Context: an optimization exercise on an open-source flow, tuned for small area, a short achievable clock period and few clock cycles. The choices shown serve that exercise and are no tape-out recipe. Only simulation tests tie the RTL to the original design; equivalence was not proved. Power is estimated from default activity; no workload was simulated.

==> design/flow/design.v <==
module DT(
	input 			clk, 
	input			reset,
	output	reg		done ,
	output	reg		sti_rd ,
	output	reg 	[9:0]	sti_addr ,
	input		[15:0]	sti_di,
	output	reg		res_wr ,
	output	reg		res_rd ,
	output	reg 	[13:0]	res_addr ,
	output	reg 	[7:0]	res_do,
	input		[7:0]	res_di
	);
	reg [3:0]cur_st,next_st;
	parameter IDLE =4'd0,STI_READ=4'd1 ,OBJ_BG=4'd2 ,RES_READ=4'd3 ,FRONT_CALC=4'd4 ,WRITE=4'd5,RES_READ2=4'd6,WRITE2=4'd7,FINISH=4'd8;
	reg [13:0]counter_addr;
	reg [13:0]counter_addr1;
	reg [15:0]sti_data;
	wire [3:0]site;
	wire obj_bg;
	assign obj_bg=sti_data[site];
	assign site=15-counter_addr[3:0]; 
	reg front_end; 
	reg res;
	reg [7:0]res_data,res_data1;
	reg [2:0]counter_5;
	reg [7:0]min_data;
	always @(posedge clk or negedge reset) begin
		if(~reset)
			cur_st<=IDLE;
		else
			cur_st<=next_st;
	end
	always @(*) begin
		case(cur_st)
			IDLE:next_st=(reset)?STI_READ:IDLE;
			STI_READ:next_st=(counter_addr>256)?OBJ_BG:WRITE;
			OBJ_BG:next_st=(obj_bg)?RES_READ:WRITE;
			RES_READ:next_st=(counter_5==5)?FRONT_CALC:RES_READ;
			FRONT_CALC:next_st=WRITE;
			WRITE:next_st=(front_end)?RES_READ2:(site==0)?STI_READ:(counter_addr<256)?WRITE:OBJ_BG;
			RES_READ2:next_st=((counter_5==5)||((counter_5==1)&&(res_data==0)))?WRITE2:RES_READ2; 
			WRITE2:next_st=(counter_addr1==128)?FINISH:RES_READ2;
			FINISH:next_st=FINISH;
			default:next_st=IDLE;
		endcase
	end
	always @(*) begin
		if(~reset)
			res_wr=0;
		else if((cur_st==WRITE)||(cur_st==WRITE2))
			res_wr=1;
		else 
			res_wr=0;
	end
	always @(*) begin
		if(~reset)
			res_rd=0;
		else if((cur_st==RES_READ)||(cur_st==RES_READ2))
			res_rd=1;
		else 
			res_rd=0;
	end
	always @(posedge clk or negedge reset) begin
		if(~reset)
			counter_addr<=0;
		else if(cur_st==WRITE)
			counter_addr<=counter_addr+1;
		else 
			counter_addr<=counter_addr;
	end
	always @(posedge clk or negedge reset) begin
		if(~reset)
			counter_addr1<=16254;
		else if(cur_st==WRITE2)
			counter_addr1<=counter_addr1-1;
	end
	always @(*) begin
		if(~reset)
			sti_rd=0;
		else if(cur_st==STI_READ)
			sti_rd=1;
		else
			sti_rd=0;
	end
	always @(*) begin
		if(~reset)
			sti_addr=0;
		else if(cur_st==STI_READ)
			sti_addr=counter_addr[13:4];	
		else 
			sti_addr=0;
	end
	always @(posedge clk or negedge reset) begin
		if(~reset)
			sti_data<=0;
		else if(cur_st==STI_READ)begin
			sti_data<=sti_di;  
		end
	end
	always @(posedge clk or negedge reset) begin
		if(~reset)
			front_end<=0;
		else if(counter_addr==16383)
			front_end<=1;
	end
	always @(posedge clk or negedge reset) begin
		if(~reset)
			counter_5<=0;
		else if((cur_st==RES_READ)||(cur_st==RES_READ2))
			counter_5<=counter_5+1;
		else
			counter_5<=0;
	end
	always @(*) begin
		if(~reset)
			res_addr=0;
		else if ((cur_st==RES_READ)&(~front_end)) begin
			case (counter_5)
				0:res_addr=counter_addr-129;
				1:res_addr=counter_addr-128;
				2:res_addr=counter_addr-127;
				3:res_addr=counter_addr-1;
				default:res_addr=0;
			endcase
		end
		else if(cur_st==WRITE)
			res_addr=counter_addr;
		else if(cur_st==RES_READ2)begin
			case (counter_5)
				0:res_addr=counter_addr1;
				1:res_addr=counter_addr1+1;
				2:res_addr=counter_addr1+127;
				3:res_addr=counter_addr1+128;
				4:res_addr=counter_addr1+129;
				default:res_addr=0;
			endcase
		end
		else if(cur_st==WRITE2)
			res_addr=counter_addr1;
		else 
			res_addr=0;
	end
	always @(posedge clk or negedge reset) begin
		if(~reset)
			res<=0;
		else if((cur_st==RES_READ)||(cur_st==RES_READ2))
			res<=res+1;
		else
			res<=0;
	end
	always @(posedge clk or negedge reset) begin
		if(~reset)
			res_data<=0;
		else if(cur_st==RES_READ)begin
			if(~res)	
				res_data<=res_di;	
			end
		else if(cur_st==RES_READ2)begin
			if(counter_5==0)
				res_data<=res_di;
			else if(~res)
				res_data<=res_di+1;
		end
	end
	always @(posedge clk or negedge reset) begin
		if(~reset)
			res_data1<=0;
		else if(cur_st==RES_READ)begin
			if(res)
				res_data1<=res_di;	
		end
		else if(cur_st==RES_READ2)begin
			if(res)
				res_data1<=res_di+1;
		end
	end
	always @(posedge clk or negedge reset) begin
		if(~reset)
			min_data<=0;
		else if((cur_st==RES_READ)&(~front_end))begin
			case(counter_5)
			1:min_data<=res_data;
			2:min_data<=min(min_data,res_data1);
			3:min_data<=min(min_data,res_data);
			4:min_data<=min(min_data,res_data1);
			endcase 
		end
		else if(cur_st==RES_READ2)begin
			case(counter_5)
			1:min_data<=res_data; 
			2:min_data<=min(min_data,res_data1);
			3:min_data<=min(min_data,res_data);
			4:min_data<=min(min_data,res_data1);
			5:min_data<=min(min_data,res_data);
			default:min_data<=255;
			endcase
		end
	end
	always @(*) begin
		if(cur_st==WRITE)begin
			if(sti_data[site]==0)
				res_do=0;
			else if(counter_addr<256)
				res_do=1;
			else
				res_do=min_data+1;
		end
		else if(cur_st==WRITE2)
			res_do=min_data;
		else
			res_do=0;
	end
	always @(*) begin
		if(cur_st==FINISH)
			done=1;
		else
			done=0;
	end
	function [7:0]min;
		input [7:0]a,b;
		begin
			 min=(a>b)?b:a;
		end
	endfunction
endmodule
==> design/flow/run.sh <==
#!/bin/bash
# synth_recipe.tcl (not shown) runs the flow's synth.tcl, then flattens the netlist and writes it again
# the make line also repeats each setting of config.mk as NAME=value (left out here)
make -C /OpenROAD-flow-scripts/flow DESIGN_CONFIG=/design/flow/config.mk WORK_HOME=/design/flow/orfs CLKGATE_MAP_FILE= SYNTH_SCRIPT=/design/flow/synth_recipe.tcl finish
==> design/flow/config.mk <==
export PLATFORM = sky130hd
export DESIGN_NAME = DT
export DESIGN_NICKNAME = DT
export VERILOG_FILES = /design/flow/design.v
export SDC_FILE = /design/flow/constraint.sdc
export NUM_CORES = 4
export LEC_CHECK = 0
export CAP_MARGIN = 20
export CORE_MARGIN = 2
export CORE_UTILIZATION = 40
export SLEW_MARGIN = 20
==> design/flow/constraint.sdc <==
create_clock -name core_clock -period 6.0 [get_ports {clk}]
set_input_delay 1.2000 -clock core_clock [delete_from_list [all_inputs] [get_ports {clk}]]
set_output_delay 1.2000 -clock core_clock [all_outputs]
set_load 0.01 [all_outputs]
==> flow_metrics.tcl <==
set metrics [dict create \
    p_int_uw 892 \
    rsz0062_at_grt "no" \
    cts-buffers-inserted 9 \
    final-hold-violation-count 0 \
    hpwl_um 14700 \
    clk_latency_ns 0.34 \
    syn_nets 844 \
    core_area_um2 15800 \
    die-height_um 131 \
    peakVddDrop_v 0.000116 \
    num_antenna_cells 0 \
    synth_mux_area_frac 0.0641 \
    ios 62 \
    synth.ff_latch_count 77 \
    grt_max_degree 79 \
    die_area_um2 17200 \
    avgViaCountPerCell 5.91 \
    wl_per_cell_um 18.8 \
    crit_start "counter_5[0]" \
    postPlaceCellArea_um2 7220 \
    numPortBuffers 61 \
    cts_setup_buffers 0 \
    status "timing/DRC/antenna clean" \
    initial_core_util 0.408 \
    yosysWarnings 1 \
    synthXorXnorAreaFrac 0.0813 \
    hp-start "res" \
    critPathLaunchType "flip-flop" \
    clockBufferDepth 2 \
    cts_max_level 3 \
    cap_viol_max_count 0 \
    worstPathArrival_ns 4.16 \
    leakage_nw 3.29 \
    drc 0 \
    slew_headroom 0.313 \
    synth_ff_type "dfrtp_1" \
    ctsHoldBuffers 0 \
    final_common_cell "nand2_1" \
    clkTransAtPathRegs_ns 0.06 \
    drtIter0Drc 508 \
    syn_area_um2 6460 \
    end_kind "output pin" \
    area_delta_synth_final_pct 16.6 \
    synthAdderAreaFrac 0.0953 \
    crit_buf_inv 3 \
    power.density_nw_per_um2 153 \
    crit_family "simple AND/OR/NAND/NOR gates" \
    synthArstFlopShare 1.00 \
    nNetsFinal 882 \
    clock_tree.root_cell "clkbuf_16" \
    overflow 0 \
    finalSetupViolations 0 \
    seqPwrFrac 0.460 \
    rows 46 \
    cp_slowest_cell "o41ai_2" \
    worstReg2RegStart "cur_st[1]" \
    postSynthAreaPerCell_um2 8.39 \
    die_w_um 131 \
    hold_class "reg -> reg" \
    final.setup.tns_ns 0 \
    vias 6081 \
    gp_congestion 0.962 \
    ant_nets 0 \
    cp.required_ns 4.80 \
    period_needed_ns 5.36 \
    antenna_found_initial 0 \
    grt_pass1_wl_um 31400 \
    clkPwrFrac 0.490 \
    period_share 0.893 \
    synth_top_family_by_area "simple AND/OR/NAND/NOR gates" \
    synth-compound-area-share 0.193 \
    synth-simple-area-share 0.217 \
    tightest_slew_ns 1.03 \
    yosysSeqAreaShare 0.301 \
    fin_skew_ns 0.00526 \
    cts_tree "built" \
    fmax_ghz 0.187 \
    grt_use_total 0.235 \
    grt_pass1_vias 5944 \
    slew_violations 0 \
    final_area_um2 7530 \
    post_synth_num_cell_types 70 \
    p_sw_uw 256 \
    crit_fanout 9 \
    cts_resized 0 \
    critical_path_class "reg -> out" \
    cp_cell_sequence "inv_1 -> ha_1 -> nand2b_1 -> inv_1 -> ha_1 -> nor2b_1 -> o211ai_1 -> a21boi_1 -> o41ai_2 -> nor4_1 -> or3_1 -> and3_1 -> clkdlybuf4s50_1" \
    final_cell_mix "nand2_1 (82), dfrtp_1 (65), clkdlybuf4s50_1 (60)" \
    cts.sinks 77 \
    syn_inst 770 \
    dr.pass1.iters 6 \
    combPwrFrac 0.051 \
    synth_edf_count 0 \
    post_route_cells_drive_above_1_share 0.0873 \
    slowest_delay_ns 0.49 \
    p_sw_frac 0.223 \
    drt_wl_total_um 19300 \
]
final cells by class:
type                            instances  area, um^2
Clock buffer                           10         239
Timing Repair Buffer                   66         646
Multi-Input combinational cell        614        4210
Inverter                               40         150
Clock inverter                          6        68.8
Tap cell                              216         270
Sequential cell                        77        1940
Fill cell                            1559        8300
power by group through the flow:
stage,sequential [mW],clock (mW),combinational [mW]
global route,0.528,0.595,0.0648
floorplan,0.537,0,0.0209
global placement,0.537,0,0.0582
detailed placement,0.537,0,0.0594
finish,0.528,0.562,0.0584
CTS,0.528,0.576,0.0597
final timing paths:
check                                    to  slack, ns  cells past startpoint
max in group asynchronous  counter_addr1[3]       4.07                      2
setup / recovery               res_addr[10]       0.64                     13
setup reg to reg                min_data[2]       2.95                      7
hold reg to reg                         res       0.45                      1
min in group asynchronous       sti_data[0]       0.97                      1
hold / removal                          res       0.45                      1
sequential cells by signal (all words and copies together), names as in the netlist, 3 cells and up:
signal	count
res_data	8
counter_addr1	14
res_data1	8
counter_addr	14
cur_st	4
min_data	8
counter_5	3
sti_data	16
synth_stat cells, drive strengths merged, types with 12 or more instances:
| cell | instances | area share |
|---|---|---|
| xnor2 | 45 | 0.061 |
| a21oi | 48 | 0.037 |
| xor2 | 15 | 0.020 |
| nor2b | 12 | 0.012 |
| o21ai | 59 | 0.046 |
| nand3 | 30 | 0.024 |
| mux2 | 17 | 0.030 |
| nand2 | 82 | 0.048 |
| inv | 39 | 0.023 |
| dfstp | 12 | 0.049 |
| dfrtp | 65 | 0.25 |
| clkbuf | 28 | 0.016 |
| ha | 46 | 0.089 |
| nor3 | 18 | 0.014 |
| and3 | 22 | 0.021 |
| nor2 | 56 | 0.034 |
logic make-up after synthesis:
logic type,Yosys count
AO/OA/AOI/OAI,195
XOR/XNOR,60
adder cells (fa/ha/maj),48
buffers and inverters,79
flip-flops,77
multiplexers,33
AND/OR/NAND/NOR,278
through the flow:
stage	hold WS, ns	instances	setup WS (ns)	utilization	total power, mW
after floorplan	0.419	770	1.98	-	0.557
after global placement	0.435	1013	1.26	0.456	0.595
after detailed placement	0.441	1013	1.05	0.456	0.597
after CTS	0.453	1029	0.663	0.476	1.16
after global routing	0.483	1029	0.404	0.476	1.19
final	0.450	1029	0.643	0.476	1.15
routing by layer:
| metal | track usage | share of wire | wire (um) | up-vias |
|---|---|---|---|---|
| met4 | 0.0914 | 0.027 | 527 | 0 |
| li1 | - | - | - | 2878 |
| met3 | 0.0333 | 0.059 | 1140 | 33 |
| met2 | 0.383 | 0.47 | 9050 | 221 |
| met1 | 0.317 | 0.45 | 8610 | 2949 |
| met5 | 0 | 0 | 0 | - |
Testbench counts, summed over its fixed seeds: cycles 4,412,079.

==> port drivers added, routing unchanged <==
The results above use ideal ports. As a check the final layout listed here was re-extracted and re-timed, cells and wires unchanged. Step 1 (the two cells are an assumption about what drives the block):
set clk [get_ports {clk}]
set_driving_cell -lib_cell sky130_fd_sc_hd__clkbuf_16 $clk
set_driving_cell -lib_cell sky130_fd_sc_hd__buf_2 [delete_from_list [all_inputs] $clk]
Step 2 times the ports against the registers' clock, not the clock port: input delays grow and output delays shrink by t, the midpoint of the rising clock arrivals with the driver on. a / b / c = no drivers / after step 1 / after step 2; a / b = the first two.
t (ns): 0.378
slack for setup (ns): 0.643 / 0.605 / 0.983
hold slack, ns: 0.450 / 0.450 / 0.450
worst setup path at the end: register to output
worst slew at a driven data input, ns: 0.04
After both steps this run still meets setup and hold. The setup slack of this run moves by -0.038 ns with the drivers and by +0.340 ns with both steps.
